Context: an optimization exercise on an open-source flow, tuned for small area, a short achievable clock period and few clock cycles per item. The choices shown serve that exercise and are no tape-out recipe. RTL that was checked went through simulation tests only; none was proved equivalent to the original. No functional check of the RTL was part of runs 1 and 2.

==> flow/design.v <==
`timescale 1ns/1ps
`default_nettype none
module pm32 (
    input wire          clk,
    input wire          rst,
    input wire          start,
    input wire  [31:0]  mc,
    input wire  [31:0]  mp,
    output reg  [63:0]  p,
    output reg          done,
    input wire          op  
);
    reg  [33:0]     ss, cs;
    reg             ci;
    reg  [3:0]      lo_r;
    reg  [3:0]      cnt;      
    reg             busy;     
    reg             acc;      
    reg             sel;      
    reg             sh;       
    reg             fin;      
    reg  [1:0]      ng_r, one_r, two_r;    
    reg  [4:0]     wn;        
    always @* begin
        case (cnt)
            4'd0: wn = {mc[7], mc[6], mc[5], mc[4], mc[3]};
            4'd1: wn = {mc[11], mc[10], mc[9], mc[8], mc[7]};
            4'd2: wn = {mc[15], mc[14], mc[13], mc[12], mc[11]};
            4'd3: wn = {mc[19], mc[18], mc[17], mc[16], mc[15]};
            4'd4: wn = {mc[23], mc[22], mc[21], mc[20], mc[19]};
            4'd5: wn = {mc[27], mc[26], mc[25], mc[24], mc[23]};
            4'd6: wn = {mc[31], mc[30], mc[29], mc[28], mc[27]};
            default: wn = {5{1'b0}};
        endcase
    end
    wire [4:0] w0 = {mc[3:0], 1'b0};
    wire [1:0] ng0, one0, two0, ngn, onen, twon;
    assign ng0[0]  = w0[2] & ~(w0[1] & w0[0]);
    assign one0[0] = w0[1] ^ w0[0];
    assign two0[0] = (w0[2] & ~w0[1] & ~w0[0]) | (~w0[2] & w0[1] & w0[0]);
    assign ngn[0]  = wn[2] & ~(wn[1] & wn[0]);
    assign onen[0] = wn[1] ^ wn[0];
    assign twon[0] = (wn[2] & ~wn[1] & ~wn[0]) | (~wn[2] & wn[1] & wn[0]);
    assign ng0[1]  = w0[4] & ~(w0[3] & w0[2]);
    assign one0[1] = w0[3] ^ w0[2];
    assign two0[1] = (w0[4] & ~w0[3] & ~w0[2]) | (~w0[4] & w0[3] & w0[2]);
    assign ngn[1]  = wn[4] & ~(wn[3] & wn[2]);
    assign onen[1] = wn[3] ^ wn[2];
    assign twon[1] = (wn[4] & ~wn[3] & ~wn[2]) | (~wn[4] & wn[3] & wn[2]);
    wire [1:0] ng  = sel ? ng_r  : ng0;
    wire [1:0] one = sel ? one_r : one0;
    wire [1:0] two = sel ? two_r : two0;
    wire [32:0] mx = {1'b0, mp};
    wire [32:0] m2 = {mp, 1'b0};
    wire [32:0] e0 = (({33{one[0]}} & mx) | ({33{two[0]}} & m2)) ^ {33{ng[0]}};
    wire [32:0] e1 = (({33{one[1]}} & mx) | ({33{two[1]}} & m2)) ^ {33{ng[1]}};
    wire s1 = (ss[0] & acc) ^ (cs[0] & acc);
    wire c2 = (ss[0] & acc) & (cs[0] & acc);
    wire s3 = (ss[2] & acc) ^ (cs[2] & acc);
    wire c4 = (ss[2] & acc) & (cs[2] & acc);
    wire s5 = (ss[3] & acc) ^ (cs[3] & acc);
    wire c6 = (ss[3] & acc) & (cs[3] & acc);
    wire s7 = (ss[4] & acc) ^ (cs[4] & acc);
    wire c8 = (ss[4] & acc) & (cs[4] & acc);
    wire s9 = (ss[5] & acc) ^ (cs[5] & acc);
    wire c10 = (ss[5] & acc) & (cs[5] & acc);
    wire s11 = (ss[6] & acc) ^ (cs[6] & acc);
    wire c12 = (ss[6] & acc) & (cs[6] & acc);
    wire s13 = (ss[7] & acc) ^ (cs[7] & acc);
    wire c14 = (ss[7] & acc) & (cs[7] & acc);
    wire s15 = (ss[8] & acc) ^ (cs[8] & acc);
    wire c16 = (ss[8] & acc) & (cs[8] & acc);
    wire s17 = (ss[9] & acc) ^ (cs[9] & acc);
    wire c18 = (ss[9] & acc) & (cs[9] & acc);
    wire s19 = (ss[10] & acc) ^ (cs[10] & acc);
    wire c20 = (ss[10] & acc) & (cs[10] & acc);
    wire s21 = (ss[11] & acc) ^ (cs[11] & acc);
    wire c22 = (ss[11] & acc) & (cs[11] & acc);
    wire s23 = (ss[12] & acc) ^ (cs[12] & acc);
    wire c24 = (ss[12] & acc) & (cs[12] & acc);
    wire s25 = (ss[13] & acc) ^ (cs[13] & acc);
    wire c26 = (ss[13] & acc) & (cs[13] & acc);
    wire s27 = (ss[14] & acc) ^ (cs[14] & acc);
    wire c28 = (ss[14] & acc) & (cs[14] & acc);
    wire s29 = (ss[15] & acc) ^ (cs[15] & acc);
    wire c30 = (ss[15] & acc) & (cs[15] & acc);
    wire s31 = (ss[16] & acc) ^ (cs[16] & acc);
    wire c32 = (ss[16] & acc) & (cs[16] & acc);
    wire s33 = (ss[17] & acc) ^ (cs[17] & acc);
    wire c34 = (ss[17] & acc) & (cs[17] & acc);
    wire s35 = (ss[18] & acc) ^ (cs[18] & acc);
    wire c36 = (ss[18] & acc) & (cs[18] & acc);
    wire s37 = (ss[19] & acc) ^ (cs[19] & acc);
    wire c38 = (ss[19] & acc) & (cs[19] & acc);
    wire s39 = (ss[20] & acc) ^ (cs[20] & acc);
    wire c40 = (ss[20] & acc) & (cs[20] & acc);
    wire s41 = (ss[21] & acc) ^ (cs[21] & acc);
    wire c42 = (ss[21] & acc) & (cs[21] & acc);
    wire s43 = (ss[22] & acc) ^ (cs[22] & acc);
    wire c44 = (ss[22] & acc) & (cs[22] & acc);
    wire s45 = (ss[23] & acc) ^ (cs[23] & acc);
    wire c46 = (ss[23] & acc) & (cs[23] & acc);
    wire s47 = (ss[24] & acc) ^ (cs[24] & acc);
    wire c48 = (ss[24] & acc) & (cs[24] & acc);
    wire s49 = (ss[25] & acc) ^ (cs[25] & acc);
    wire c50 = (ss[25] & acc) & (cs[25] & acc);
    wire s51 = (ss[26] & acc) ^ (cs[26] & acc);
    wire c52 = (ss[26] & acc) & (cs[26] & acc);
    wire s53 = (ss[27] & acc) ^ (cs[27] & acc);
    wire c54 = (ss[27] & acc) & (cs[27] & acc);
    wire s55 = (ss[28] & acc) ^ (cs[28] & acc);
    wire c56 = (ss[28] & acc) & (cs[28] & acc);
    wire s57 = (ss[29] & acc) ^ (cs[29] & acc);
    wire c58 = (ss[29] & acc) & (cs[29] & acc);
    wire s59 = (ss[30] & acc) ^ (cs[30] & acc);
    wire c60 = (ss[30] & acc) & (cs[30] & acc);
    wire s61 = (ss[31] & acc) ^ (cs[31] & acc);
    wire c62 = (ss[31] & acc) & (cs[31] & acc);
    wire s63 = (ss[32] & acc) ^ (cs[32] & acc);
    wire c64 = (ss[32] & acc) & (cs[32] & acc);
    wire s65 = (ss[33] | ~acc) ^ (cs[33] & acc);
    wire c66 = (ss[33] | ~acc) & (cs[33] & acc);
    wire s67 = (ci & acc) ^ ng[0];
    wire c68 = (ci & acc) & ng[0];
    wire s69 = (ss[1] & acc) ^ (cs[1] & acc) ^ c2;
    wire c70 = ((ss[1] & acc) & (cs[1] & acc)) | ((ss[1] & acc) & c2) | ((cs[1] & acc) & c2);
    wire s71 = ng[1] ^ s3 ^ e0[2];
    wire c72 = (ng[1] & s3) | (ng[1] & e0[2]) | (s3 & e0[2]);
    wire s73 = c4 ^ s5 ^ e0[3];
    wire c74 = (c4 & s5) | (c4 & e0[3]) | (s5 & e0[3]);
    wire s75 = c6 ^ s7 ^ e0[4];
    wire c76 = (c6 & s7) | (c6 & e0[4]) | (s7 & e0[4]);
    wire s77 = c8 ^ s9 ^ e0[5];
    wire c78 = (c8 & s9) | (c8 & e0[5]) | (s9 & e0[5]);
    wire s79 = c10 ^ s11 ^ e0[6];
    wire c80 = (c10 & s11) | (c10 & e0[6]) | (s11 & e0[6]);
    wire s81 = c12 ^ s13 ^ e0[7];
    wire c82 = (c12 & s13) | (c12 & e0[7]) | (s13 & e0[7]);
    wire s83 = c14 ^ s15 ^ e0[8];
    wire c84 = (c14 & s15) | (c14 & e0[8]) | (s15 & e0[8]);
    wire s85 = c16 ^ s17 ^ e0[9];
    wire c86 = (c16 & s17) | (c16 & e0[9]) | (s17 & e0[9]);
    wire s87 = c18 ^ s19 ^ e0[10];
    wire c88 = (c18 & s19) | (c18 & e0[10]) | (s19 & e0[10]);
    wire s89 = c20 ^ s21 ^ e0[11];
    wire c90 = (c20 & s21) | (c20 & e0[11]) | (s21 & e0[11]);
    wire s91 = c22 ^ s23 ^ e0[12];
    wire c92 = (c22 & s23) | (c22 & e0[12]) | (s23 & e0[12]);
    wire s93 = c24 ^ s25 ^ e0[13];
    wire c94 = (c24 & s25) | (c24 & e0[13]) | (s25 & e0[13]);
    wire s95 = c26 ^ s27 ^ e0[14];
    wire c96 = (c26 & s27) | (c26 & e0[14]) | (s27 & e0[14]);
    wire s97 = c28 ^ s29 ^ e0[15];
    wire c98 = (c28 & s29) | (c28 & e0[15]) | (s29 & e0[15]);
    wire s99 = c30 ^ s31 ^ e0[16];
    wire c100 = (c30 & s31) | (c30 & e0[16]) | (s31 & e0[16]);
    wire s101 = c32 ^ s33 ^ e0[17];
    wire c102 = (c32 & s33) | (c32 & e0[17]) | (s33 & e0[17]);
    wire s103 = c34 ^ s35 ^ e0[18];
    wire c104 = (c34 & s35) | (c34 & e0[18]) | (s35 & e0[18]);
    wire s105 = c36 ^ s37 ^ e0[19];
    wire c106 = (c36 & s37) | (c36 & e0[19]) | (s37 & e0[19]);
    wire s107 = c38 ^ s39 ^ e0[20];
    wire c108 = (c38 & s39) | (c38 & e0[20]) | (s39 & e0[20]);
    wire s109 = c40 ^ s41 ^ e0[21];
    wire c110 = (c40 & s41) | (c40 & e0[21]) | (s41 & e0[21]);
    wire s111 = c42 ^ s43 ^ e0[22];
    wire c112 = (c42 & s43) | (c42 & e0[22]) | (s43 & e0[22]);
    wire s113 = c44 ^ s45 ^ e0[23];
    wire c114 = (c44 & s45) | (c44 & e0[23]) | (s45 & e0[23]);
    wire s115 = c46 ^ s47 ^ e0[24];
    wire c116 = (c46 & s47) | (c46 & e0[24]) | (s47 & e0[24]);
    wire s117 = c48 ^ s49 ^ e0[25];
    wire c118 = (c48 & s49) | (c48 & e0[25]) | (s49 & e0[25]);
    wire s119 = c50 ^ s51 ^ e0[26];
    wire c120 = (c50 & s51) | (c50 & e0[26]) | (s51 & e0[26]);
    wire s121 = c52 ^ s53 ^ e0[27];
    wire c122 = (c52 & s53) | (c52 & e0[27]) | (s53 & e0[27]);
    wire s123 = c54 ^ s55 ^ e0[28];
    wire c124 = (c54 & s55) | (c54 & e0[28]) | (s55 & e0[28]);
    wire s125 = c56 ^ s57 ^ e0[29];
    wire c126 = (c56 & s57) | (c56 & e0[29]) | (s57 & e0[29]);
    wire s127 = c58 ^ s59 ^ e0[30];
    wire c128 = (c58 & s59) | (c58 & e0[30]) | (s59 & e0[30]);
    wire s129 = c60 ^ s61 ^ e0[31];
    wire c130 = (c60 & s61) | (c60 & e0[31]) | (s61 & e0[31]);
    wire s131 = c62 ^ s63 ^ e0[32];
    wire c132 = (c62 & s63) | (c62 & e0[32]) | (s63 & e0[32]);
    wire s133 = ~ng[0] ^ c64 ^ s65;
    wire c134 = (~ng[0] & c64) | (~ng[0] & s65) | (c64 & s65);
    wire s135 = 1'b1 ^ c66;
    wire c136 = 1'b1 & c66;
    wire s137 = s1 ^ e0[0];
    wire c138 = s1 & e0[0];
    wire s139 = c68 ^ e0[1] ^ s69;
    wire c140 = (c68 & e0[1]) | (c68 & s69) | (e0[1] & s69);
    wire s141 = e1[0] ^ c70 ^ s71;
    wire c142 = (e1[0] & c70) | (e1[0] & s71) | (c70 & s71);
    wire s143 = e1[1] ^ c72 ^ s73;
    wire c144 = (e1[1] & c72) | (e1[1] & s73) | (c72 & s73);
    wire s145 = e1[2] ^ c74 ^ s75;
    wire c146 = (e1[2] & c74) | (e1[2] & s75) | (c74 & s75);
    wire s147 = e1[3] ^ c76 ^ s77;
    wire c148 = (e1[3] & c76) | (e1[3] & s77) | (c76 & s77);
    wire s149 = e1[4] ^ c78 ^ s79;
    wire c150 = (e1[4] & c78) | (e1[4] & s79) | (c78 & s79);
    wire s151 = e1[5] ^ c80 ^ s81;
    wire c152 = (e1[5] & c80) | (e1[5] & s81) | (c80 & s81);
    wire s153 = e1[6] ^ c82 ^ s83;
    wire c154 = (e1[6] & c82) | (e1[6] & s83) | (c82 & s83);
    wire s155 = e1[7] ^ c84 ^ s85;
    wire c156 = (e1[7] & c84) | (e1[7] & s85) | (c84 & s85);
    wire s157 = e1[8] ^ c86 ^ s87;
    wire c158 = (e1[8] & c86) | (e1[8] & s87) | (c86 & s87);
    wire s159 = e1[9] ^ c88 ^ s89;
    wire c160 = (e1[9] & c88) | (e1[9] & s89) | (c88 & s89);
    wire s161 = e1[10] ^ c90 ^ s91;
    wire c162 = (e1[10] & c90) | (e1[10] & s91) | (c90 & s91);
    wire s163 = e1[11] ^ c92 ^ s93;
    wire c164 = (e1[11] & c92) | (e1[11] & s93) | (c92 & s93);
    wire s165 = e1[12] ^ c94 ^ s95;
    wire c166 = (e1[12] & c94) | (e1[12] & s95) | (c94 & s95);
    wire s167 = e1[13] ^ c96 ^ s97;
    wire c168 = (e1[13] & c96) | (e1[13] & s97) | (c96 & s97);
    wire s169 = e1[14] ^ c98 ^ s99;
    wire c170 = (e1[14] & c98) | (e1[14] & s99) | (c98 & s99);
    wire s171 = e1[15] ^ c100 ^ s101;
    wire c172 = (e1[15] & c100) | (e1[15] & s101) | (c100 & s101);
    wire s173 = e1[16] ^ c102 ^ s103;
    wire c174 = (e1[16] & c102) | (e1[16] & s103) | (c102 & s103);
    wire s175 = e1[17] ^ c104 ^ s105;
    wire c176 = (e1[17] & c104) | (e1[17] & s105) | (c104 & s105);
    wire s177 = e1[18] ^ c106 ^ s107;
    wire c178 = (e1[18] & c106) | (e1[18] & s107) | (c106 & s107);
    wire s179 = e1[19] ^ c108 ^ s109;
    wire c180 = (e1[19] & c108) | (e1[19] & s109) | (c108 & s109);
    wire s181 = e1[20] ^ c110 ^ s111;
    wire c182 = (e1[20] & c110) | (e1[20] & s111) | (c110 & s111);
    wire s183 = e1[21] ^ c112 ^ s113;
    wire c184 = (e1[21] & c112) | (e1[21] & s113) | (c112 & s113);
    wire s185 = e1[22] ^ c114 ^ s115;
    wire c186 = (e1[22] & c114) | (e1[22] & s115) | (c114 & s115);
    wire s187 = e1[23] ^ c116 ^ s117;
    wire c188 = (e1[23] & c116) | (e1[23] & s117) | (c116 & s117);
    wire s189 = e1[24] ^ c118 ^ s119;
    wire c190 = (e1[24] & c118) | (e1[24] & s119) | (c118 & s119);
    wire s191 = e1[25] ^ c120 ^ s121;
    wire c192 = (e1[25] & c120) | (e1[25] & s121) | (c120 & s121);
    wire s193 = e1[26] ^ c122 ^ s123;
    wire c194 = (e1[26] & c122) | (e1[26] & s123) | (c122 & s123);
    wire s195 = e1[27] ^ c124 ^ s125;
    wire c196 = (e1[27] & c124) | (e1[27] & s125) | (c124 & s125);
    wire s197 = e1[28] ^ c126 ^ s127;
    wire c198 = (e1[28] & c126) | (e1[28] & s127) | (c126 & s127);
    wire s199 = e1[29] ^ c128 ^ s129;
    wire c200 = (e1[29] & c128) | (e1[29] & s129) | (c128 & s129);
    wire s201 = e1[30] ^ c130 ^ s131;
    wire c202 = (e1[30] & c130) | (e1[30] & s131) | (c130 & s131);
    wire s203 = e1[31] ^ s133 ^ c132;
    wire c204 = (e1[31] & s133) | (e1[31] & c132) | (s133 & c132);
    wire s205 = e1[32] ^ s135 ^ c134;
    wire c206 = (e1[32] & s135) | (e1[32] & c134) | (s135 & c134);
    wire s207 = ~ng[1] ^ c136;
    wire c208 = ~ng[1] & c136;
    wire [37:0] ra = {1'b0, 1'b1, s207, s205, s203, c200, c198, c196, c194, c192, c190, c188, c186, c184, c182, c180, c178, c176, c174, c172, c170, c168, c166, c164, c162, c160, c158, c156, c154, c152, c150, c148, c146, c144, c142, c140, c138, s67};
    wire [37:0] rb = {1'b0, c208, c206, c204, c202, s201, s199, s197, s195, s193, s191, s189, s187, s185, s183, s181, s179, s177, s175, s173, s171, s169, s167, s165, s163, s161, s159, s157, s155, s153, s151, s149, s147, s145, s143, s141, s139, s137};
    wire [4:0] lo = ra[3:0] + rb[3:0];    
    wire [31:0] hs = ss[31:0] + cs[31:0] + {31'b0, ci};    
    wire [31:0] ln = {lo_r, p[31:4]};    
    always @(posedge clk) begin
        if (sh)
            p[31:0] <= ln[31:0];
        if (fin)
            p[63:32] <= hs;
        ss <= ra[37:4];
        cs <= rb[37:4];
        ci <= lo[4];
        lo_r <= lo[3:0];
        ng_r  <= ngn;
        one_r <= onen;
        two_r <= twon;
    end
    wire more = (start | busy) & (cnt != 4'd7);
    always @(posedge clk or posedge rst) begin
        if (rst) begin
            cnt  <= 4'd0;
            busy <= 1'b0;
            acc  <= 1'b0;
            sel  <= 1'b0;
            sh   <= 1'b0;
            fin  <= 1'b0;
            done <= 1'b0;
        end else begin
            if (start | busy)
                cnt <= cnt + 4'd1;
            else
                cnt <= 4'd0;
            busy <= more;
            acc  <= more;
            sel  <= more;
            sh   <= start | busy;
            fin  <= (start | busy) & (cnt == 4'd7);
            done <= fin | (done & ~start);
        end
    end
endmodule
==> flow/run.sh <==
#!/bin/bash
# synth_recipe.tcl (not shown) runs the flow's synth.tcl, then flattens the netlist and writes it again
# the make line also repeats each setting of config.mk as NAME=value (left out here)
make -C /OpenROAD-flow-scripts/flow DESIGN_CONFIG=/design/flow/config.mk WORK_HOME=/design/flow/orfs CLKGATE_MAP_FILE= SYNTH_SCRIPT=/design/flow/synth_recipe.tcl finish
==> flow/config.mk <==
export PLATFORM = sky130hd
export DESIGN_NAME = pm32
export DESIGN_NICKNAME = pm32
export VERILOG_FILES = /design/flow/design.v
export SDC_FILE = /design/flow/constraint.sdc
export NUM_CORES = 4
export LEC_CHECK = 0
export CAP_MARGIN = 20
export CORE_MARGIN = 2
export CORE_UTILIZATION = 40
export PLACE_DENSITY = 0.6
export SLEW_MARGIN = 20
==> flow/constraint.sdc <==
create_clock -name core_clock -period 3.0 [get_ports {clk}]
set_input_delay 0.6000 -clock core_clock [delete_from_list [all_inputs] [get_ports {clk}]]
set_output_delay 0.6000 -clock core_clock [all_outputs]
set_load 0.01 [all_outputs]
==> flow_metrics.tcl, run 1 <==
set metrics [dict create \
    portBuffers 131 \
    cts_max_level 4 \
    critPathCaptureType "flip-flop" \
    vias 6889 \
    outcome "finished clean" \
    dp_hpwl_um 17300 \
    final_core_util 0.514 \
    final_cells 1336 \
    rsz0062_at_grt "true" \
    start_util 0.408 \
    timing.critical_path.buf_inv 2 \
    tightest_slew_ns 0.597 \
    die_h_um 159 \
    chipWidth_um 159 \
    dr.pass1.iters 6 \
    mostFrequentLayoutCells "128 x clkdlybuf4s50_1, 84 x xnor2_1, 75 x dfxtp_1" \
    synth-seq-area-share 0.377 \
    avgSynthCellArea_um2 11.1 \
    dp_slack_ns -0.406 \
    crit_path_cell_trace "mux2_4 > a22oi_2 > xnor2_2 > fa_1 > inv_2 > fa_1 > inv_2 > ha_4 > nor2b_1 > o21ai_1 > nand2b_1" \
    reg2reg_slack_ns 0.10 \
    slowest_delay_ns 0.56 \
    grt-ovfl-total 0 \
    numCtsBuffers 17 \
    max_freq_mhz 345 \
    grt_max_degree 46 \
    routed_wl_um 22300 \
    grt_usage 0.181 \
    synthArstFlopShare 0.0544 \
    num_io_pins 133 \
    placed_cell_area_mm2 0.0114 \
    cts_hold_buffers 0 \
    ff2ff_path_depth 11 \
    post_drt_wl_per_cell_um 16.7 \
    crit_path_start_kind "flip-flop" \
    setup.worst_path.class "flip-flop to flip-flop" \
    drc_errors 0 \
    setup_tns_ns 0 \
    yosys_warnings 1 \
    drive_gt1_frac 0.115 \
    clkSinkCount 147 \
    fill_cells 2165 \
    clk_latency_ns 0.44 \
    clk_transition_reported_paths_ns 0.07 \
    setup_slack_ns 0.102 \
    syn_area_mm2 0.00960 \
    routed_via_density 5.16 \
    synth_edf_count 64 \
    cpMaxStageDelayCell "fa_1" \
    grt_pass1_wl_um 36500 \
    first_global_vias 6942 \
    core-area_mm2 0.0235 \
    final_cell_area_mm2 0.0121 \
    layout_commonest_cell "clkdlybuf4s50_1" \
    synth-seq-cells 147 \
    syn_inst 867 \
    clockBufferDepth 2 \
    place_congestion 0.844 \
    fin_crit_sh 0.966 \
    critPathTopFamily "adder cells" \
    hold_viol 0 \
    antenna_cells 0 \
    min_period_ns 2.90 \
    synth.distinct_cells 58 \
    r2r_end "ci$_DFF_P_" \
    antenna_left 0 \
    die-area_mm2 0.0253 \
    ys.flop_type "dfxtp_1" \
    layout.nets 1215 \
    dp_cells 1302 \
    crit_path_max_fanout 7 \
    syn_to_final_growth_pct 26.0 \
    drv_cap 0 \
    slew_headroom 0.600 \
    critPathLaunch "acc$_DFF_PP0_" \
    slew_violations 0 \
    whs_ns 0.405 \
    cts_tree "built" \
    required_ns 3.33 \
    hold_class "input port to asynchronous set/reset pin" \
    antenna_found_initial 0 \
    first_iter_violations 405 \
    synth_nets 1078 \
    rr_startpoint "acc$_DFF_PP0_" \
    finalClockSkew_ns 0.0117 \
    path_depth 11 \
    setup_viol 0 \
    cts-root-buf "clkbuf_16" \
    arrival_ns 3.23 \
    num_rows 56 \
    cp-endpoint "ci$_DFF_P_" \
]
==> worst min path at each step <==
stage | start | to
after floorplan | lo_r[0]$_DFF_P_ | p[28]$_DFFE_PP_
after global placement | lo_r[1]$_DFF_P_ | p[29]$_DFFE_PP_
after detailed placement | lo_r[0]$_DFF_P_ | p[28]$_DFFE_PP_
after CTS | rst | done$_DFF_PP0_
after global routing | lo_r[0]$_DFF_P_ | p[28]$_DFFE_PP_
final | rst | done$_DFF_PP0_
==> cell usage after synthesis (3+ instances only) <==
cell type / count / area [um2]
ha_1: 75 / 938
and2_1: 63 / 394
a22o_1: 5 / 43.8
or3_1: 3 / 18.8
o21bai_1: 5 / 37.5
a41oi_1: 5 / 43.8
inv_1: 38 / 143
edfxtp_1: 64 / 1920
dfxtp_1: 75 / 1500
xnor2_1: 85 / 744
nand4_1: 3 / 18.8
o21a_1: 4 / 30.0
nor2b_1: 5 / 31.3
o221ai_1: 3 / 26.3
a21oi_1: 31 / 155
xor2_1: 14 / 123
a211oi_1: 5 / 37.5
o211ai_1: 3 / 22.5
clkbuf_1: 32 / 120
buf_2: 7 / 35.0
nor3_1: 8 / 40.0
and3_1: 4 / 25.0
buf_4: 28 / 210
a21o_1: 10 / 75.1
dfrtp_1: 8 / 200
a31oi_1: 11 / 68.8
nand3_1: 8 / 40.0
a22oi_1: 66 / 495
o31ai_1: 4 / 30.0
nor2_1: 26 / 97.6
a222oi_1: 5 / 50.1
o21ai_0: 21 / 105
nand2_1: 42 / 158
o21ai_1: 3 / 15.0
fa_1: 68 / 1360
==> registers in the layout (all words and copies together), names as in the netlist <==
name   count
ci         1
done       1
cnt        4
cs        32
fin        1
sh         1
lo_r       4
ng_r       2
acc        1
two_r      2
p         64
ss        32
one_r      2
==> layer usage <==
metal / GRT usage / wire length [um]
met1: 0.240 / 10100
met2: 0.302 / 10700
met3: 0.0313 / 968
met4: 0.0628 / 477
met5: 0 / 0
==> worst reg2reg max path, stage by stage (launching register included) <==
cell and delay, ns:
dfrtp_2 0.47, mux2_4 0.35, a22oi_2 0.23, xnor2_2 0.09, fa_1 0.50, inv_2 0.04, fa_1 0.56, inv_2 0.05
ha_4 0.21, nor2b_1 0.12, o21ai_1 0.11, nand2b_1 0.06
==> kinds of logic after synthesis <==
family | share of synthesized area
AOI/OAI and AO/OA | 0.143
muxes | 0.00235
DFF | 0.377
xor gates and xnor gates | 0.0903
buffers and inverters | 0.0551
and+or+nand+nor | 0.0924
adders and majority gates | 0.240
==> final cells by class <==
type / count / area, um2 / area share
clock buffers: 17 / 425 / 0.0352
clock inverters: 15 / 184 / 0.0152
inverters: 40 / 153 / 0.0126
multi-input cells: 610 / 5560 / 0.459
flip-flops and latches: 147 / 3620 / 0.300
well taps: 319 / 399 / 0.0330
repair buffers: 188 / 1750 / 0.145
==> repair_timing <==
| action | CTS | global route |
|---|---|---|
| hold endpoints to repair | 0 | 0 |
| setup buffers | 0 | 2 |
| resized for setup | 3 | 15 |
| endpoints found under the setup margin | 2 | 9 |
| pin swaps | 0 | 10 |
==> inputs of run 2 (changes only) <==
--- a/flow/design.v
+++ b/flow/design.v
@@ -11,14 +11,13 @@
     input wire          op  
 );
-    reg  [33:0]     ss, cs;
+    reg  [1:0]      sx;
+    reg  [33:0]     cs;
     reg             ci;
-    reg  [3:0]      lo_r;
     reg  [3:0]      cnt;      
     reg             busy;     
-    reg             acc;      
-    reg             sel;      
-    reg             sh;       
     reg             fin;      
     reg  [1:0]      ng_r, one_r, two_r;    
+    reg             acc, sel;
+    wire            more = (start | busy) & (cnt != 4'd7);    
     reg  [4:0]     wn;        
     always @* begin
@@ -55,74 +54,74 @@
     wire [32:0] e0 = (({33{one[0]}} & mx) | ({33{two[0]}} & m2)) ^ {33{ng[0]}};
     wire [32:0] e1 = (({33{one[1]}} & mx) | ({33{two[1]}} & m2)) ^ {33{ng[1]}};
-    wire s1 = (ss[0] & acc) ^ (cs[0] & acc);
-    wire c2 = (ss[0] & acc) & (cs[0] & acc);
-    wire s3 = (ss[2] & acc) ^ (cs[2] & acc);
-    wire c4 = (ss[2] & acc) & (cs[2] & acc);
-    wire s5 = (ss[3] & acc) ^ (cs[3] & acc);
-    wire c6 = (ss[3] & acc) & (cs[3] & acc);
-    wire s7 = (ss[4] & acc) ^ (cs[4] & acc);
-    wire c8 = (ss[4] & acc) & (cs[4] & acc);
-    wire s9 = (ss[5] & acc) ^ (cs[5] & acc);
-    wire c10 = (ss[5] & acc) & (cs[5] & acc);
-    wire s11 = (ss[6] & acc) ^ (cs[6] & acc);
-    wire c12 = (ss[6] & acc) & (cs[6] & acc);
-    wire s13 = (ss[7] & acc) ^ (cs[7] & acc);
-    wire c14 = (ss[7] & acc) & (cs[7] & acc);
-    wire s15 = (ss[8] & acc) ^ (cs[8] & acc);
-    wire c16 = (ss[8] & acc) & (cs[8] & acc);
-    wire s17 = (ss[9] & acc) ^ (cs[9] & acc);
-    wire c18 = (ss[9] & acc) & (cs[9] & acc);
-    wire s19 = (ss[10] & acc) ^ (cs[10] & acc);
-    wire c20 = (ss[10] & acc) & (cs[10] & acc);
-    wire s21 = (ss[11] & acc) ^ (cs[11] & acc);
-    wire c22 = (ss[11] & acc) & (cs[11] & acc);
-    wire s23 = (ss[12] & acc) ^ (cs[12] & acc);
-    wire c24 = (ss[12] & acc) & (cs[12] & acc);
-    wire s25 = (ss[13] & acc) ^ (cs[13] & acc);
-    wire c26 = (ss[13] & acc) & (cs[13] & acc);
-    wire s27 = (ss[14] & acc) ^ (cs[14] & acc);
-    wire c28 = (ss[14] & acc) & (cs[14] & acc);
-    wire s29 = (ss[15] & acc) ^ (cs[15] & acc);
-    wire c30 = (ss[15] & acc) & (cs[15] & acc);
-    wire s31 = (ss[16] & acc) ^ (cs[16] & acc);
-    wire c32 = (ss[16] & acc) & (cs[16] & acc);
-    wire s33 = (ss[17] & acc) ^ (cs[17] & acc);
-    wire c34 = (ss[17] & acc) & (cs[17] & acc);
-    wire s35 = (ss[18] & acc) ^ (cs[18] & acc);
-    wire c36 = (ss[18] & acc) & (cs[18] & acc);
-    wire s37 = (ss[19] & acc) ^ (cs[19] & acc);
-    wire c38 = (ss[19] & acc) & (cs[19] & acc);
-    wire s39 = (ss[20] & acc) ^ (cs[20] & acc);
-    wire c40 = (ss[20] & acc) & (cs[20] & acc);
-    wire s41 = (ss[21] & acc) ^ (cs[21] & acc);
-    wire c42 = (ss[21] & acc) & (cs[21] & acc);
-    wire s43 = (ss[22] & acc) ^ (cs[22] & acc);
-    wire c44 = (ss[22] & acc) & (cs[22] & acc);
-    wire s45 = (ss[23] & acc) ^ (cs[23] & acc);
-    wire c46 = (ss[23] & acc) & (cs[23] & acc);
-    wire s47 = (ss[24] & acc) ^ (cs[24] & acc);
-    wire c48 = (ss[24] & acc) & (cs[24] & acc);
-    wire s49 = (ss[25] & acc) ^ (cs[25] & acc);
-    wire c50 = (ss[25] & acc) & (cs[25] & acc);
-    wire s51 = (ss[26] & acc) ^ (cs[26] & acc);
-    wire c52 = (ss[26] & acc) & (cs[26] & acc);
-    wire s53 = (ss[27] & acc) ^ (cs[27] & acc);
-    wire c54 = (ss[27] & acc) & (cs[27] & acc);
-    wire s55 = (ss[28] & acc) ^ (cs[28] & acc);
-    wire c56 = (ss[28] & acc) & (cs[28] & acc);
-    wire s57 = (ss[29] & acc) ^ (cs[29] & acc);
-    wire c58 = (ss[29] & acc) & (cs[29] & acc);
-    wire s59 = (ss[30] & acc) ^ (cs[30] & acc);
-    wire c60 = (ss[30] & acc) & (cs[30] & acc);
-    wire s61 = (ss[31] & acc) ^ (cs[31] & acc);
-    wire c62 = (ss[31] & acc) & (cs[31] & acc);
-    wire s63 = (ss[32] & acc) ^ (cs[32] & acc);
-    wire c64 = (ss[32] & acc) & (cs[32] & acc);
-    wire s65 = (ss[33] | ~acc) ^ (cs[33] & acc);
-    wire c66 = (ss[33] | ~acc) & (cs[33] & acc);
-    wire s67 = (ci & acc) ^ ng[0];
-    wire c68 = (ci & acc) & ng[0];
-    wire s69 = (ss[1] & acc) ^ (cs[1] & acc) ^ c2;
-    wire c70 = ((ss[1] & acc) & (cs[1] & acc)) | ((ss[1] & acc) & c2) | ((cs[1] & acc) & c2);
+    wire s1 = (p[32] & acc) ^ cs[0];
+    wire c2 = (p[32] & acc) & cs[0];
+    wire s3 = (p[34] & acc) ^ cs[2];
+    wire c4 = (p[34] & acc) & cs[2];
+    wire s5 = (p[35] & acc) ^ cs[3];
+    wire c6 = (p[35] & acc) & cs[3];
+    wire s7 = (p[36] & acc) ^ cs[4];
+    wire c8 = (p[36] & acc) & cs[4];
+    wire s9 = (p[37] & acc) ^ cs[5];
+    wire c10 = (p[37] & acc) & cs[5];
+    wire s11 = (p[38] & acc) ^ cs[6];
+    wire c12 = (p[38] & acc) & cs[6];
+    wire s13 = (p[39] & acc) ^ cs[7];
+    wire c14 = (p[39] & acc) & cs[7];
+    wire s15 = (p[40] & acc) ^ cs[8];
+    wire c16 = (p[40] & acc) & cs[8];
+    wire s17 = (p[41] & acc) ^ cs[9];
+    wire c18 = (p[41] & acc) & cs[9];
+    wire s19 = (p[42] & acc) ^ cs[10];
+    wire c20 = (p[42] & acc) & cs[10];
+    wire s21 = (p[43] & acc) ^ cs[11];
+    wire c22 = (p[43] & acc) & cs[11];
+    wire s23 = (p[44] & acc) ^ cs[12];
+    wire c24 = (p[44] & acc) & cs[12];
+    wire s25 = (p[45] & acc) ^ cs[13];
+    wire c26 = (p[45] & acc) & cs[13];
+    wire s27 = (p[46] & acc) ^ cs[14];
+    wire c28 = (p[46] & acc) & cs[14];
+    wire s29 = (p[47] & acc) ^ cs[15];
+    wire c30 = (p[47] & acc) & cs[15];
+    wire s31 = (p[48] & acc) ^ cs[16];
+    wire c32 = (p[48] & acc) & cs[16];
+    wire s33 = (p[49] & acc) ^ cs[17];
+    wire c34 = (p[49] & acc) & cs[17];
+    wire s35 = (p[50] & acc) ^ cs[18];
+    wire c36 = (p[50] & acc) & cs[18];
+    wire s37 = (p[51] & acc) ^ cs[19];
+    wire c38 = (p[51] & acc) & cs[19];
+    wire s39 = (p[52] & acc) ^ cs[20];
+    wire c40 = (p[52] & acc) & cs[20];
+    wire s41 = (p[53] & acc) ^ cs[21];
+    wire c42 = (p[53] & acc) & cs[21];
+    wire s43 = (p[54] & acc) ^ cs[22];
+    wire c44 = (p[54] & acc) & cs[22];
+    wire s45 = (p[55] & acc) ^ cs[23];
+    wire c46 = (p[55] & acc) & cs[23];
+    wire s47 = (p[56] & acc) ^ cs[24];
+    wire c48 = (p[56] & acc) & cs[24];
+    wire s49 = (p[57] & acc) ^ cs[25];
+    wire c50 = (p[57] & acc) & cs[25];
+    wire s51 = (p[58] & acc) ^ cs[26];
+    wire c52 = (p[58] & acc) & cs[26];
+    wire s53 = (p[59] & acc) ^ cs[27];
+    wire c54 = (p[59] & acc) & cs[27];
+    wire s55 = (p[60] & acc) ^ cs[28];
+    wire c56 = (p[60] & acc) & cs[28];
+    wire s57 = (p[61] & acc) ^ cs[29];
+    wire c58 = (p[61] & acc) & cs[29];
+    wire s59 = (p[62] & acc) ^ cs[30];
+    wire c60 = (p[62] & acc) & cs[30];
+    wire s61 = (p[63] & acc) ^ cs[31];
+    wire c62 = (p[63] & acc) & cs[31];
+    wire s63 = (sx[0] & acc) ^ cs[32];
+    wire c64 = (sx[0] & acc) & cs[32];
+    wire s65 = (sx[1] | ~acc) ^ cs[33];
+    wire c66 = (sx[1] | ~acc) & cs[33];
+    wire s67 = ci ^ ng[0];
+    wire c68 = ci & ng[0];
+    wire s69 = (p[33] & acc) ^ cs[1] ^ c2;
+    wire c70 = ((p[33] & acc) & cs[1]) | ((p[33] & acc) & c2) | (cs[1] & c2);
     wire s71 = ng[1] ^ s3 ^ e0[2];
     wire c72 = (ng[1] & s3) | (ng[1] & e0[2]) | (s3 & e0[2]);
@@ -266,27 +265,24 @@
     wire [37:0] rb = {1'b0, c208, c206, c204, c202, s201, s199, s197, s195, s193, s191, s189, s187, s185, s183, s181, s179, s177, s175, s173, s171, s169, s167, s165, s163, s161, s159, s157, s155, s153, s151, s149, s147, s145, s143, s141, s139, s137};
     wire [4:0] lo = ra[3:0] + rb[3:0];    
-    wire [31:0] hs = ss[31:0] + cs[31:0] + {31'b0, ci};    
-    wire [31:0] ln = {lo_r, p[31:4]};    
+    wire [31:0] hi = p[63:32] + cs[31:0] + {31'b0, ci};    
     always @(posedge clk) begin
-        if (sh)
-            p[31:0] <= ln[31:0];
-        if (fin)
-            p[63:32] <= hs;
-        ss <= ra[37:4];
-        cs <= rb[37:4];
-        ci <= lo[4];
-        lo_r <= lo[3:0];
+        if (start | busy) begin
+            p  <= {ra[35:4], lo[3:0], p[31:4]};
+        end else if (fin) begin
+            p[63:32] <= hi;
+        end
+        sx <= ra[37:36];
+        cs <= rb[37:4] & {34{start | busy}};
+        ci <= lo[4] & (start | busy);
+        acc <= more;
+        sel <= more;
         ng_r  <= ngn;
         one_r <= onen;
         two_r <= twon;
     end
-    wire more = (start | busy) & (cnt != 4'd7);
     always @(posedge clk or posedge rst) begin
         if (rst) begin
             cnt  <= 4'd0;
             busy <= 1'b0;
-            acc  <= 1'b0;
-            sel  <= 1'b0;
-            sh   <= 1'b0;
             fin  <= 1'b0;
             done <= 1'b0;
@@ -297,7 +293,4 @@
                 cnt <= 4'd0;
             busy <= more;
-            acc  <= more;
-            sel  <= more;
-            sh   <= start | busy;
             fin  <= (start | busy) & (cnt == 4'd7);
             done <= fin | (done & ~start);
==> run 2 against run 1 <==
The layout now fails its checks (negative setup slack). Count of clock-buffer cells in the layout fell by 8. Worst hold slack better by 0.038 ns. Flip-flop and latch count fell by 36. Design area down 4.3%. Area after synthesis fell by 5.3%. Synthesized cell count rose by 4.6%. Non-clock buffer count up 7. Utilization about the same. Clock skew up 0.00059 ns. First-iteration DRC count grew 13%. Critical path depth shrank 1. Global-route usage grew 1.2 points. Critical path type is now input port to flip-flop.
==> flow_metrics.tcl, run 2 <==
set metrics [dict create \
    timing.critical_path.buf_inv 3 \
    max_freq_mhz 327 \
    critPathTopFamily "adder cells" \
    cts-root-buf "clkbuf_16" \
    antenna_found_initial 0 \
    final_core_util 0.514 \
    syn_area_mm2 0.00909 \
    die_h_um 155 \
    synth_nets 1118 \
    hold_class "flip-flop to flip-flop" \
    largest_register_ffs 64 \
    synth-seq-cells 111 \
    portBuffers 131 \
    rsz0062_at_grt "true" \
    core-area_mm2 0.0225 \
    clk_latency_ns 0.36 \
    routed_via_density 5.22 \
    crit_path_max_fanout 3 \
    layout_commonest_cell "clkdlybuf4s50_1" \
    first_global_vias 7158 \
    first_iter_violations 456 \
    critPathCaptureType "flip-flop" \
    slew_headroom 0.610 \
    dp_hpwl_um 17500 \
    rr_startpoint "p[32]$_DFFE_PP_" \
    grt_pass1_wl_um 37000 \
    numCtsBuffers 9 \
    yosys_warnings 1 \
    synth_top_area_cell "edfxtp_1" \
    synth_edf_count 64 \
    final_cell_area_mm2 0.0116 \
    synth.distinct_cells 53 \
    vias 7084 \
    setup.worst_path.class "input port to flip-flop" \
    synthArstFlopShare 0.0631 \
    crit_path_cell_trace "clkdlybuf4s50_1 > a22oi_2 > xnor2_4 > fa_1 > inv_1 > fa_1 > inv_2 > ha_4 > a21oi_4 > xnor2_2" \
    setup_viol 2 \
    syn_to_final_growth_pct 27.3 \
    arrival_ns 3.17 \
    clockBufferDepth 2 \
    r2r_end "p[58]$_DFFE_PP_" \
    drive_gt1_frac 0.119 \
    layout.nets 1278 \
    outcome "finished with violations" \
    placed_cell_area_mm2 0.0112 \
    critPathLaunch "mp[2]" \
    routed_wl_um 22700 \
    clkSinkCount 111 \
    antenna_left 0 \
    synth_top_cells_by_count "90 x inv_1, 87 x xnor2_1, 75 x ha_1" \
    start_util 0.404 \
    avgSynthCellArea_um2 10.0 \
    drc_errors 0 \
    cts_hold_buffers 0 \
    cp_common_cell "fa_1" \
    synth-seq-area-share 0.319 \
    drv_cap 0 \
    cts_max_level 3 \
    die-area_mm2 0.0239 \
    clk_transition_reported_paths_ns 0.08 \
    so_faults "negative setup slack" \
    grt_max_degree 51 \
    antenna_cells 0 \
    ff2ff_path_depth 13 \
    min_period_ns 3.06 \
    setup_slack_ns -0.0579 \
    finalClockSkew_ns 0.0123 \
    cts_tree "built" \
    num_io_pins 133 \
    hold_viol 0 \
    synth.most_common_cell "inv_1" \
    tightest_slew_ns 0.584 \
    fin_crit_sh 1.02 \
    path_depth 10 \
    num_rows 55 \
    slew_violations 0 \
    grt-ovfl-total 0 \
    grt_usage 0.194 \
    cp-endpoint "p[31]$_DFFE_PN_" \
    post_drt_wl_per_cell_um 16.8 \
    synth_area_leaders "edfxtp_1 21%, fa_1 15%, ha_1 10%" \
    mostFrequentLayoutCells "127 x clkdlybuf4s50_1, 86 x inv_1, 85 x xnor2_1" \
    regMostFlops "p" \
    dp_slack_ns -0.672 \
    syn_inst 907 \
    crit_path_start_kind "input port" \
    required_ns 3.11 \
    place_congestion 0.873 \
    dr.pass1.iters 5 \
    reg_top3 "p x64, cs x32, cnt x4" \
    slowest_delay_ns 0.54 \
    chipWidth_um 155 \
    synth_top_area_share 0.211 \
    cpMaxStageDelayCell "fa_1" \
    ys.flop_type "edfxtp_1" \
    reg2reg_slack_ns -0.03 \
]
==> run 2: changes by cell type after synthesis, moves of 7 or more <==
cell      change
clkbuf_1     +12
buf_2         -7
a21oi_1      +29
nor2_1       +40
and2_1       -27
inv_1        +52
buf_4        -28
dfxtp_1      -35
mux2i_1       +9
==> run 2: repair_timing <==
action                     4_1_cts  5_1_grt
gates resized for setup         15       21
pin swaps                       13       19
buffers inserted                 0        4
setup endpoints to repair       22       14
==> run 2: logic make-up (layout without fill, tap and decap cells) <==
family	count (synthesis)	count (layout)	share of synthesized area
buf+inv	138	303	0.0570
xor+xnor	96	96	0.0925
compound gates	216	216	0.165
flops	111	111	0.319
fa+ha+maj	143	143	0.253
mux	13	13	0.0149
simple gates	190	190	0.0984
==> run 2: stage by stage <==
stage	setup TNS (ns)	hold WS (ns)	cells
floorplan	-0.366	0.403	907
global placement	-21.09	0.428	1338
detailed placement	-23.48	0.432	1338
CTS	0	0.448	1354
global route	-0.772	0.454	1357
finish	-0.0833	0.443	1357
==> run 2: final cells by class <==
type                            instances  area (um2)
Clock inverter                          7        63.8
Tap cell                              285         357
Fill cell                            2035       10900
Timing Repair Buffer                  195        1810
Sequential cell                       111        2900
Multi-Input combinational cell        658        5870
Clock buffer                            9         225
Inverter                               92         348
==> run 2: routing by layer <==
metal  vias up  routed length, um  share of wire  global-route usage
met5         -                  0              0                   0
met4         0                314          0.014              0.0472
met3        24               1060          0.047              0.0308
met2       197              10700           0.47               0.317
met1      3401              10700           0.47               0.271
li1       3462                  -              -                   -
==> run 2: how the worst min path moves through the flow <==
stage / from / endpoint / slack (ns) / depth (start not counted)
floorplan: rst / busy$_DFF_PP0_ / 0.40 / 1
global placement: p[15]$_DFFE_PN_ / p[11]$_DFFE_PN_ / 0.43 / 0
detailed placement: p[25]$_DFFE_PN_ / p[21]$_DFFE_PN_ / 0.43 / 0
CTS: p[18]$_DFFE_PN_ / p[14]$_DFFE_PN_ / 0.45 / 0
global route: p[18]$_DFFE_PN_ / p[14]$_DFFE_PN_ / 0.45 / 0
finish: p[21]$_DFFE_PN_ / p[17]$_DFFE_PN_ / 0.44 / 0
==> inputs of run 3 (changes only) <==
--- a/flow/design.v
+++ b/flow/design.v
@@ -18,6 +18,4 @@
     reg             fin;      
     reg  [1:0]      ng_r, one_r, two_r;    
-    reg             acc, sel;
-    wire            more = (start | busy) & (cnt != 4'd7);    
     reg  [4:0]     wn;        
     always @* begin
@@ -47,81 +45,81 @@
     assign onen[1] = wn[3] ^ wn[2];
     assign twon[1] = (wn[4] & ~wn[3] & ~wn[2]) | (~wn[4] & wn[3] & wn[2]);
-    wire [1:0] ng  = sel ? ng_r  : ng0;
-    wire [1:0] one = sel ? one_r : one0;
-    wire [1:0] two = sel ? two_r : two0;
+    wire [1:0] ng  = busy ? ng_r  : ng0;
+    wire [1:0] one = busy ? one_r : one0;
+    wire [1:0] two = busy ? two_r : two0;
     wire [32:0] mx = {1'b0, mp};
     wire [32:0] m2 = {mp, 1'b0};
     wire [32:0] e0 = (({33{one[0]}} & mx) | ({33{two[0]}} & m2)) ^ {33{ng[0]}};
     wire [32:0] e1 = (({33{one[1]}} & mx) | ({33{two[1]}} & m2)) ^ {33{ng[1]}};
-    wire s1 = (p[32] & acc) ^ cs[0];
-    wire c2 = (p[32] & acc) & cs[0];
-    wire s3 = (p[34] & acc) ^ cs[2];
-    wire c4 = (p[34] & acc) & cs[2];
-    wire s5 = (p[35] & acc) ^ cs[3];
-    wire c6 = (p[35] & acc) & cs[3];
-    wire s7 = (p[36] & acc) ^ cs[4];
-    wire c8 = (p[36] & acc) & cs[4];
-    wire s9 = (p[37] & acc) ^ cs[5];
-    wire c10 = (p[37] & acc) & cs[5];
-    wire s11 = (p[38] & acc) ^ cs[6];
-    wire c12 = (p[38] & acc) & cs[6];
-    wire s13 = (p[39] & acc) ^ cs[7];
-    wire c14 = (p[39] & acc) & cs[7];
-    wire s15 = (p[40] & acc) ^ cs[8];
-    wire c16 = (p[40] & acc) & cs[8];
-    wire s17 = (p[41] & acc) ^ cs[9];
-    wire c18 = (p[41] & acc) & cs[9];
-    wire s19 = (p[42] & acc) ^ cs[10];
-    wire c20 = (p[42] & acc) & cs[10];
-    wire s21 = (p[43] & acc) ^ cs[11];
-    wire c22 = (p[43] & acc) & cs[11];
-    wire s23 = (p[44] & acc) ^ cs[12];
-    wire c24 = (p[44] & acc) & cs[12];
-    wire s25 = (p[45] & acc) ^ cs[13];
-    wire c26 = (p[45] & acc) & cs[13];
-    wire s27 = (p[46] & acc) ^ cs[14];
-    wire c28 = (p[46] & acc) & cs[14];
-    wire s29 = (p[47] & acc) ^ cs[15];
-    wire c30 = (p[47] & acc) & cs[15];
-    wire s31 = (p[48] & acc) ^ cs[16];
-    wire c32 = (p[48] & acc) & cs[16];
-    wire s33 = (p[49] & acc) ^ cs[17];
-    wire c34 = (p[49] & acc) & cs[17];
-    wire s35 = (p[50] & acc) ^ cs[18];
-    wire c36 = (p[50] & acc) & cs[18];
-    wire s37 = (p[51] & acc) ^ cs[19];
-    wire c38 = (p[51] & acc) & cs[19];
-    wire s39 = (p[52] & acc) ^ cs[20];
-    wire c40 = (p[52] & acc) & cs[20];
-    wire s41 = (p[53] & acc) ^ cs[21];
-    wire c42 = (p[53] & acc) & cs[21];
-    wire s43 = (p[54] & acc) ^ cs[22];
-    wire c44 = (p[54] & acc) & cs[22];
-    wire s45 = (p[55] & acc) ^ cs[23];
-    wire c46 = (p[55] & acc) & cs[23];
-    wire s47 = (p[56] & acc) ^ cs[24];
-    wire c48 = (p[56] & acc) & cs[24];
-    wire s49 = (p[57] & acc) ^ cs[25];
-    wire c50 = (p[57] & acc) & cs[25];
-    wire s51 = (p[58] & acc) ^ cs[26];
-    wire c52 = (p[58] & acc) & cs[26];
-    wire s53 = (p[59] & acc) ^ cs[27];
-    wire c54 = (p[59] & acc) & cs[27];
-    wire s55 = (p[60] & acc) ^ cs[28];
-    wire c56 = (p[60] & acc) & cs[28];
-    wire s57 = (p[61] & acc) ^ cs[29];
-    wire c58 = (p[61] & acc) & cs[29];
-    wire s59 = (p[62] & acc) ^ cs[30];
-    wire c60 = (p[62] & acc) & cs[30];
-    wire s61 = (p[63] & acc) ^ cs[31];
-    wire c62 = (p[63] & acc) & cs[31];
-    wire s63 = (sx[0] & acc) ^ cs[32];
-    wire c64 = (sx[0] & acc) & cs[32];
-    wire s65 = (sx[1] | ~acc) ^ cs[33];
-    wire c66 = (sx[1] | ~acc) & cs[33];
-    wire s67 = ci ^ ng[0];
-    wire c68 = ci & ng[0];
-    wire s69 = (p[33] & acc) ^ cs[1] ^ c2;
-    wire c70 = ((p[33] & acc) & cs[1]) | ((p[33] & acc) & c2) | (cs[1] & c2);
+    wire s1 = (p[32] & busy) ^ (cs[0] & busy);
+    wire c2 = (p[32] & busy) & (cs[0] & busy);
+    wire s3 = (p[34] & busy) ^ (cs[2] & busy);
+    wire c4 = (p[34] & busy) & (cs[2] & busy);
+    wire s5 = (p[35] & busy) ^ (cs[3] & busy);
+    wire c6 = (p[35] & busy) & (cs[3] & busy);
+    wire s7 = (p[36] & busy) ^ (cs[4] & busy);
+    wire c8 = (p[36] & busy) & (cs[4] & busy);
+    wire s9 = (p[37] & busy) ^ (cs[5] & busy);
+    wire c10 = (p[37] & busy) & (cs[5] & busy);
+    wire s11 = (p[38] & busy) ^ (cs[6] & busy);
+    wire c12 = (p[38] & busy) & (cs[6] & busy);
+    wire s13 = (p[39] & busy) ^ (cs[7] & busy);
+    wire c14 = (p[39] & busy) & (cs[7] & busy);
+    wire s15 = (p[40] & busy) ^ (cs[8] & busy);
+    wire c16 = (p[40] & busy) & (cs[8] & busy);
+    wire s17 = (p[41] & busy) ^ (cs[9] & busy);
+    wire c18 = (p[41] & busy) & (cs[9] & busy);
+    wire s19 = (p[42] & busy) ^ (cs[10] & busy);
+    wire c20 = (p[42] & busy) & (cs[10] & busy);
+    wire s21 = (p[43] & busy) ^ (cs[11] & busy);
+    wire c22 = (p[43] & busy) & (cs[11] & busy);
+    wire s23 = (p[44] & busy) ^ (cs[12] & busy);
+    wire c24 = (p[44] & busy) & (cs[12] & busy);
+    wire s25 = (p[45] & busy) ^ (cs[13] & busy);
+    wire c26 = (p[45] & busy) & (cs[13] & busy);
+    wire s27 = (p[46] & busy) ^ (cs[14] & busy);
+    wire c28 = (p[46] & busy) & (cs[14] & busy);
+    wire s29 = (p[47] & busy) ^ (cs[15] & busy);
+    wire c30 = (p[47] & busy) & (cs[15] & busy);
+    wire s31 = (p[48] & busy) ^ (cs[16] & busy);
+    wire c32 = (p[48] & busy) & (cs[16] & busy);
+    wire s33 = (p[49] & busy) ^ (cs[17] & busy);
+    wire c34 = (p[49] & busy) & (cs[17] & busy);
+    wire s35 = (p[50] & busy) ^ (cs[18] & busy);
+    wire c36 = (p[50] & busy) & (cs[18] & busy);
+    wire s37 = (p[51] & busy) ^ (cs[19] & busy);
+    wire c38 = (p[51] & busy) & (cs[19] & busy);
+    wire s39 = (p[52] & busy) ^ (cs[20] & busy);
+    wire c40 = (p[52] & busy) & (cs[20] & busy);
+    wire s41 = (p[53] & busy) ^ (cs[21] & busy);
+    wire c42 = (p[53] & busy) & (cs[21] & busy);
+    wire s43 = (p[54] & busy) ^ (cs[22] & busy);
+    wire c44 = (p[54] & busy) & (cs[22] & busy);
+    wire s45 = (p[55] & busy) ^ (cs[23] & busy);
+    wire c46 = (p[55] & busy) & (cs[23] & busy);
+    wire s47 = (p[56] & busy) ^ (cs[24] & busy);
+    wire c48 = (p[56] & busy) & (cs[24] & busy);
+    wire s49 = (p[57] & busy) ^ (cs[25] & busy);
+    wire c50 = (p[57] & busy) & (cs[25] & busy);
+    wire s51 = (p[58] & busy) ^ (cs[26] & busy);
+    wire c52 = (p[58] & busy) & (cs[26] & busy);
+    wire s53 = (p[59] & busy) ^ (cs[27] & busy);
+    wire c54 = (p[59] & busy) & (cs[27] & busy);
+    wire s55 = (p[60] & busy) ^ (cs[28] & busy);
+    wire c56 = (p[60] & busy) & (cs[28] & busy);
+    wire s57 = (p[61] & busy) ^ (cs[29] & busy);
+    wire c58 = (p[61] & busy) & (cs[29] & busy);
+    wire s59 = (p[62] & busy) ^ (cs[30] & busy);
+    wire c60 = (p[62] & busy) & (cs[30] & busy);
+    wire s61 = (p[63] & busy) ^ (cs[31] & busy);
+    wire c62 = (p[63] & busy) & (cs[31] & busy);
+    wire s63 = (sx[0] & busy) ^ (cs[32] & busy);
+    wire c64 = (sx[0] & busy) & (cs[32] & busy);
+    wire s65 = (sx[1] | ~busy) ^ (cs[33] & busy);
+    wire c66 = (sx[1] | ~busy) & (cs[33] & busy);
+    wire s67 = (ci & busy) ^ ng[0];
+    wire c68 = (ci & busy) & ng[0];
+    wire s69 = (p[33] & busy) ^ (cs[1] & busy) ^ c2;
+    wire c70 = ((p[33] & busy) & (cs[1] & busy)) | ((p[33] & busy) & c2) | ((cs[1] & busy) & c2);
     wire s71 = ng[1] ^ s3 ^ e0[2];
     wire c72 = (ng[1] & s3) | (ng[1] & e0[2]) | (s3 & e0[2]);
@@ -273,8 +271,6 @@
         end
         sx <= ra[37:36];
-        cs <= rb[37:4] & {34{start | busy}};
-        ci <= lo[4] & (start | busy);
-        acc <= more;
-        sel <= more;
+        cs <= rb[37:4];
+        ci <= lo[4];
         ng_r  <= ngn;
         one_r <= onen;
@@ -292,5 +288,5 @@
             else
                 cnt <= 4'd0;
-            busy <= more;
+            busy <= (start | busy) & (cnt != 4'd7);
             fin  <= (start | busy) & (cnt == 4'd7);
             done <= fin | (done & ~start);
==> run 3 against run 2 <==
Now clean on timing, DRC and antenna. Non-clock buffer count down 6. Worst setup slack better by 0.12 ns. Flip-flop and latch count down 1. Register-to-register slack gained 0.095 ns. Critical path type is now flip-flop to flip-flop. Highest routed layer unchanged.
==> flow_metrics.tcl, run 3 <==
set metrics [dict create \
    setup_viol 0 \
    place_congestion 0.885 \
    ff2ff_path_depth 11 \
    portBuffers 131 \
    vias 7097 \
    slew_headroom 0.591 \
    drc_errors 0 \
    routed_wl_um 22600 \
    min_path_cells 0 \
    syn_inst 879 \
    antenna_found_initial 1 \
    rsz0062_at_grt "true" \
    synth_nets 1090 \
    regMostFlops "p" \
    crit_path_max_fanout 6 \
    synth.distinct_cells 59 \
    final_cells 1318 \
    first_iter_violations 490 \
    cts-root-buf "clkbuf_16" \
    avgSynthCellArea_um2 10.2 \
    outcome "finished clean" \
    first_global_vias 7496 \
    cts_tree "built" \
    placed_cell_area_mm2 0.0110 \
    syn_area_mm2 0.00901 \
    crit_path_start_kind "flip-flop" \
    synth_top_cells_by_count "78 x nand2_1, 75 x ha_1, 68 x fa_1" \
    clockBufferDepth 2 \
    cts_max_level 3 \
    cts_hold_buffers 0 \
    setup.worst_path.class "flip-flop to flip-flop" \
    synth.most_common_cell "nand2_1" \
    synth_top_area_cell "edfxtp_1" \
    reg_top3 "p x64, cs x32, cnt x4" \
    start_util 0.410 \
    dr.pass1.iters 5 \
    final_cell_area_mm2 0.0114 \
    mostFrequentLayoutCells "128 x clkdlybuf4s50_1, 77 x nand2_1, 72 x ha_1" \
    numCtsBuffers 9 \
    grt_max_degree 44 \
    yosys_warnings 1 \
    grt-ovfl-total 0 \
    dp_cells 1297 \
    hold_path_end "p[24]$_DFFE_PN_" \
    grt_pass1_wl_um 37700 \
    dp_hpwl_um 18000 \
    critPathCaptureType "flip-flop" \
    chipWidth_um 154 \
    synthArstFlopShare 0.0636 \
    hold_start "p[28]$_DFFE_PN_" \
    max_freq_mhz 341 \
    synth_top_area_share 0.213 \
    tightest_slew_ns 0.610 \
    synth_area_leaders "edfxtp_1 21%, fa_1 15%, ha_1 10%" \
    syn_to_final_growth_pct 26.9 \
    post_drt_wl_per_cell_um 17.2 \
    num_io_pins 133 \
    layout_commonest_cell "clkdlybuf4s50_1" \
    synth-seq-cells 110 \
    drv_cap 0 \
    hold_class "flip-flop to flip-flop" \
    die-area_mm2 0.0237 \
    ys.flop_type "edfxtp_1" \
    fin_crit_sh 0.978 \
    grt_usage 0.197 \
    clkSinkCount 110 \
    layout.nets 1243 \
    hold_viol 0 \
    die_h_um 154 \
    synth_edf_count 64 \
    finalClockSkew_ns 0.0182 \
    arrival_ns 3.06 \
    required_ns 3.12 \
    core-area_mm2 0.0220 \
    min_period_ns 2.93 \
    synth-seq-area-share 0.320 \
    largest_register_ffs 64 \
    clk_transition_reported_paths_ns 0.08 \
    antenna_left 0 \
    num_rows 54 \
    routed_via_density 5.38 \
    slew_violations 0 \
    reg2reg_slack_ns 0.07 \
    rr_startpoint "busy$_DFF_PP0_" \
    drive_gt1_frac 0.100 \
    clk_latency_ns 0.38 \
    r2r_end "p[31]$_DFFE_PN_" \
]
==> run 3: worst max path at each step <==
| stage | from | endpoint | slack, ns | depth (start not counted) |
|---|---|---|---|---|
| 2_1_floorplan | mc[0] | p[31]$_DFFE_PN_ | -0.04 | 10 |
| 3_3_place_gp | mc[1] | p[31]$_DFFE_PN_ | -0.48 | 11 |
| 3_5_place_dp | mc[1] | p[31]$_DFFE_PN_ | -0.55 | 11 |
| 4_1_cts | mc[2] | p[31]$_DFFE_PN_ | 0.01 | 11 |
| 5_1_grt | busy$_DFF_PP0_ | p[31]$_DFFE_PN_ | -0.05 | 11 |
| 6_report | busy$_DFF_PP0_ | p[31]$_DFFE_PN_ | 0.07 | 11 |
==> run 3: logic make-up (layout without fill, tap and decap cells) <==
| family | Yosys count | count (layout) | share of synthesized area |
|---|---|---|---|
| AO/OA/AOI/OAI | 229 | 229 | 0.175 |
| XOR/XNOR | 93 | 93 | 0.0904 |
| adder cells (fa/ha/maj) | 143 | 143 | 0.255 |
| buffers and inverters | 73 | 231 | 0.0314 |
| flip-flops | 110 | 110 | 0.320 |
| multiplexers | 4 | 4 | 0.00472 |
| other | 0 | 1 | 0 |
| AND/OR/NAND/NOR | 227 | 227 | 0.123 |
==> run 3: cell type report <==
class	instances	area, um2
fillers	2003	10500
multi-input cells	696	5970
flip-flops and latches	110	2880
repair buffers	189	1800
well taps	280	350
clock buffers	9	225
inverters	26	98.8
clock inverters	7	96.3
diodes	1	2.50
==> run 3: layer usage <==
| layer | GRT usage | routed length, um | vias up |
|---|---|---|---|
| met5 | 0 | 0 | - |
| met4 | 0.0476 | 237 | 0 |
| met3 | 0.0335 | 905 | 17 |
| met2 | 0.336 | 10900 | 164 |
| met1 | 0.262 | 10600 | 3469 |
| li1 | - | - | 3447 |
==> run 3: worst max-delay path, stage by stage, from the launching register on <==
cell and delay [ns]:
dfrtp_2 0.48, buf_6 0.16, and2_1 0.14, ha_2 0.17
inv_1 0.06, fa_1 0.43, fa_1 0.52, inv_1 0.05
ha_1 0.26, a21o_1 0.21, a21oi_4 0.16, xnor2_2 0.07
==> run 3: repair_timing <==
item,CTS,global route
pin swaps,5,14
gates resized for setup,7,12
buffers inserted,1,3
setup endpoints to repair,5,11
==> run 3: through the flow <==
step	TNS [ns]	hold WS, ns	util	worst slack [ns]
4_1_cts	0	0.445	0.517	0.0134
2_1_floorplan	-0.0371	0.403	-	-0.0371
5_1_grt	-0.0707	0.448	0.520	-0.0502
6_report	0	0.445	0.520	0.0653
3_5_place_dp	-13.12	0.431	0.502	-0.553
3_3_place_gp	-11.24	0.430	0.502	-0.484
Testbench counts of run 3, summed over its fixed seeds: cycles 21,608, items 2,400.
==> inputs of run 4 (changes only) <==
==> flow/flow/run.sh (new file) <==
#!/bin/bash
# Layout: the standard flow (standard synthesis unchanged), except that the
# port buffers that global placement inserts are sky130_fd_sc_hd__buf_1 cells
# and timing repair aims for 0.3 ns of setup slack.
# The output of each step is kept in its own log file in this folder.
set -euo pipefail
cd "$(dirname "$0")/.."
bash standard.sh synth > flow_synth.log 2>&1
bash standard.sh "BUFFER_PORTS_ARGS=-buffer_cell sky130_fd_sc_hd__buf_1" SETUP_SLACK_MARGIN=0.3 finish > flow_layout.log 2>&1
==> flow/standard.sh (new file) <==
#!/bin/bash
# synth_recipe.tcl (not shown) runs the flow's synth.tcl, then flattens the netlist and writes it again
# the make line also repeats each setting of config.mk as NAME=value (left out here)
make -C /OpenROAD-flow-scripts/flow DESIGN_CONFIG=/design/flow/config.mk WORK_HOME=/design/flow/orfs CLKGATE_MAP_FILE= SYNTH_SCRIPT=/design/flow/synth_recipe.tcl "${@:-finish}"
removed: flow/run.sh
==> run 4 against run 3 <==
Still clean on timing, DRC and antenna. Count of clock-buffer cells in the layout did not move. Non-clock buffer count fell by 7. Via count decreased by 1.2%. Wire length shrank 0.64%. Design area is 4.6% lower. Global-route usage fell by 0.11 points. Maximum frequency up 0.80%. Worst hold slack got worse by 0.33 ns. Sequential share of layout area is 1.2 points higher. Critical path type unchanged. Critical endpoint unchanged. Largest cell class unchanged.
==> flow_metrics.tcl, run 4 <==
set metrics [dict create \
    outcome "finished clean" \
    setup_viol 0 \
    antenna_left 0 \
    syn_area_mm2 0.00901 \
    synth.most_common_cell "nand2_1" \
    mostFrequentLayoutCells "131 x buf_1, 74 x nand2_1, 70 x ha_1" \
    final_core_util 0.496 \
    core-area_mm2 0.0220 \
    required_ns 3.12 \
    crit_path_max_fanout 12 \
    antenna_cells 0 \
    numCtsBuffers 9 \
    drive_gt1_frac 0.156 \
    slew_violations 0 \
    tightest_slew_ns 0.498 \
    critPathTopFamily "adder cells" \
    reg2reg_slack_ns 0.09 \
    num_rows 54 \
    timing.critical_path.buf_inv 2 \
    clkSinkCount 110 \
    hold_class "input port to asynchronous set/reset pin" \
    cts_tree "built" \
    fin_crit_sh 0.971 \
    largest_register_ffs 64 \
    post_drt_wl_per_cell_um 17.1 \
    grt-ovfl-total 0 \
    critPathCaptureType "flip-flop" \
    yosys_warnings 1 \
    grt_pass1_wl_um 37400 \
    ff2ff_path_depth 11 \
    synth_nets 1090 \
    setup.worst_path.class "flip-flop to flip-flop" \
    min_period_ns 2.91 \
    drv_cap 0 \
    synth_xor_area_frac 0.0904 \
    yosys.area_share.simple 0.123 \
    cts_max_level 3 \
    grt_usage 0.196 \
    syn_to_final_growth_pct 21.0 \
    setup_slack_ns 0.0885 \
    first_iter_violations 395 \
    max_freq_mhz 343 \
    place_congestion 0.859 \
    reg_top3 "p x64, cs x32, cnt x4" \
    clk_transition_reported_paths_ns 0.08 \
    arrival_ns 3.04 \
    synth_top_cells_by_count "78 x nand2_1, 75 x ha_1, 68 x fa_1" \
    ys.flop_type "edfxtp_1" \
    cts_hold_buffers 0 \
    synth-seq-cells 110 \
    muxShareOfSynthArea 0.00472 \
    portBuffers 131 \
    layout_commonest_cell "buf_1" \
    synth_top_family_by_area "adder cells" \
    cp_common_cell "fa_1" \
    chipWidth_um 154 \
    synth_compound_area_frac 0.175 \
    synth.distinct_cells 59 \
    synth_top_area_share 0.213 \
    clk_latency_ns 0.37 \
    slowest_delay_ns 0.53 \
    cpMaxStageDelayCell "fa_1" \
    start_util 0.410 \
    num_io_pins 133 \
    path_depth 11 \
    drc_errors 0 \
    regMostFlops "p" \
    avgSynthCellArea_um2 10.2 \
    die-area_mm2 0.0237 \
    first_global_vias 7316 \
]
[run 4: worst paths after layout]
| path | from | to |
|---|---|---|
| min | rst | done$_DFF_PP0_ |
| min reg2reg | p[17]$_DFFE_PN_ | p[13]$_DFFE_PN_ |
| max | busy$_DFF_PP0_ | p[31]$_DFFE_PN_ |
| max in group asynchronous | rst | busy$_DFF_PP0_ |
| max reg2reg | busy$_DFF_PP0_ | p[31]$_DFFE_PN_ |
| min in group core_clock | p[17]$_DFFE_PN_ | p[13]$_DFFE_PN_ |
[run 4: repair_timing]
item | 4_1_cts | 5_1_grt
resized for setup | 45 | 49
pin swaps | 35 | 41
buffers inserted | 11 | 3
gates cloned | 0 | 1
endpoints found under the setup margin | 31 | 36
[run 4: logic make-up (layout without fill, tap and decap cells)]
kind of cell,after synthesis,in the layout
buffers and inverters,73,224
muxes,4,4
adders and majority gates,143,143
xor gates and xnor gates,93,93
and+or+nand+nor,227,227
DFF,110,110
AOI/OAI and AO/OA,229,229
[run 4: cell type report]
cell class	count	area, um2
fillers	2035	11100
multi-input cells	696	6280
flip-flops and latches	110	2880
repair buffers	182	983
well taps	280	350
clock buffers	9	225
inverters	26	100
clock inverters	7	77.6
[run 4: per-stage QoR]
stage	cells	TNS [ns]	hold slack, ns	area [um2]
6_report	1310	0	0.119	10900
5_1_grt	1310	-0.00914	0.127	10900
4_1_cts	1306	0	0.111	10600
3_5_place_dp	1279	-1.04	0.432	10000
3_3_place_gp	1279	-0.467	0.426	10000
2_1_floorplan	879	-0.0371	0.403	9140
[run 4: routing by layer]
metal | GRT usage | share of wire
met1 | 0.267 | 0.47
met2 | 0.333 | 0.48
met3 | 0.0276 | 0.034
met4 | 0.0436 | 0.010
met5 | 0 | 0

==> what the ideal ports hide <==
How much do the figures lean on ideal ports? The routed layouts below were timed once more, with nothing changed but the port constraints.
Step 1 assumes that a clkbuf_16 drives the clock port and a buf_2 every other input.
Step 2 adds t to the input delays and takes it off the output delays; t is the mean of the earliest and latest rising clock arrival at the registers after step 1. Input paths then give back, and output paths get back, about the clock's delay inside the block.
Three values: no drivers, after step 1, after step 2; two values: the first two.
run | t, ns | setup slack, ns | hold WS [ns]
run 1 | 0.478 | 0.102 / 0.102 / -0.270 | 0.405 / 0.384 / 0.405
run 2 | 0.401 | -0.058 / -0.032 / -0.433 | 0.443 / 0.443 / 0.443
run 3 | 0.415 | 0.065 / 0.065 / -0.309 | 0.445 / 0.425 / 0.445
run 4 | 0.412 | 0.088 / 0.088 / -0.158 | 0.119 / 0.091 / 0.443
Met with ideal ports but missed after step 2: setup timing in run 1, run 3 and run 4. For run 2, which loses most, drivers alone change the setup slack by +0.026 ns; drivers and shift together by -0.375 ns.
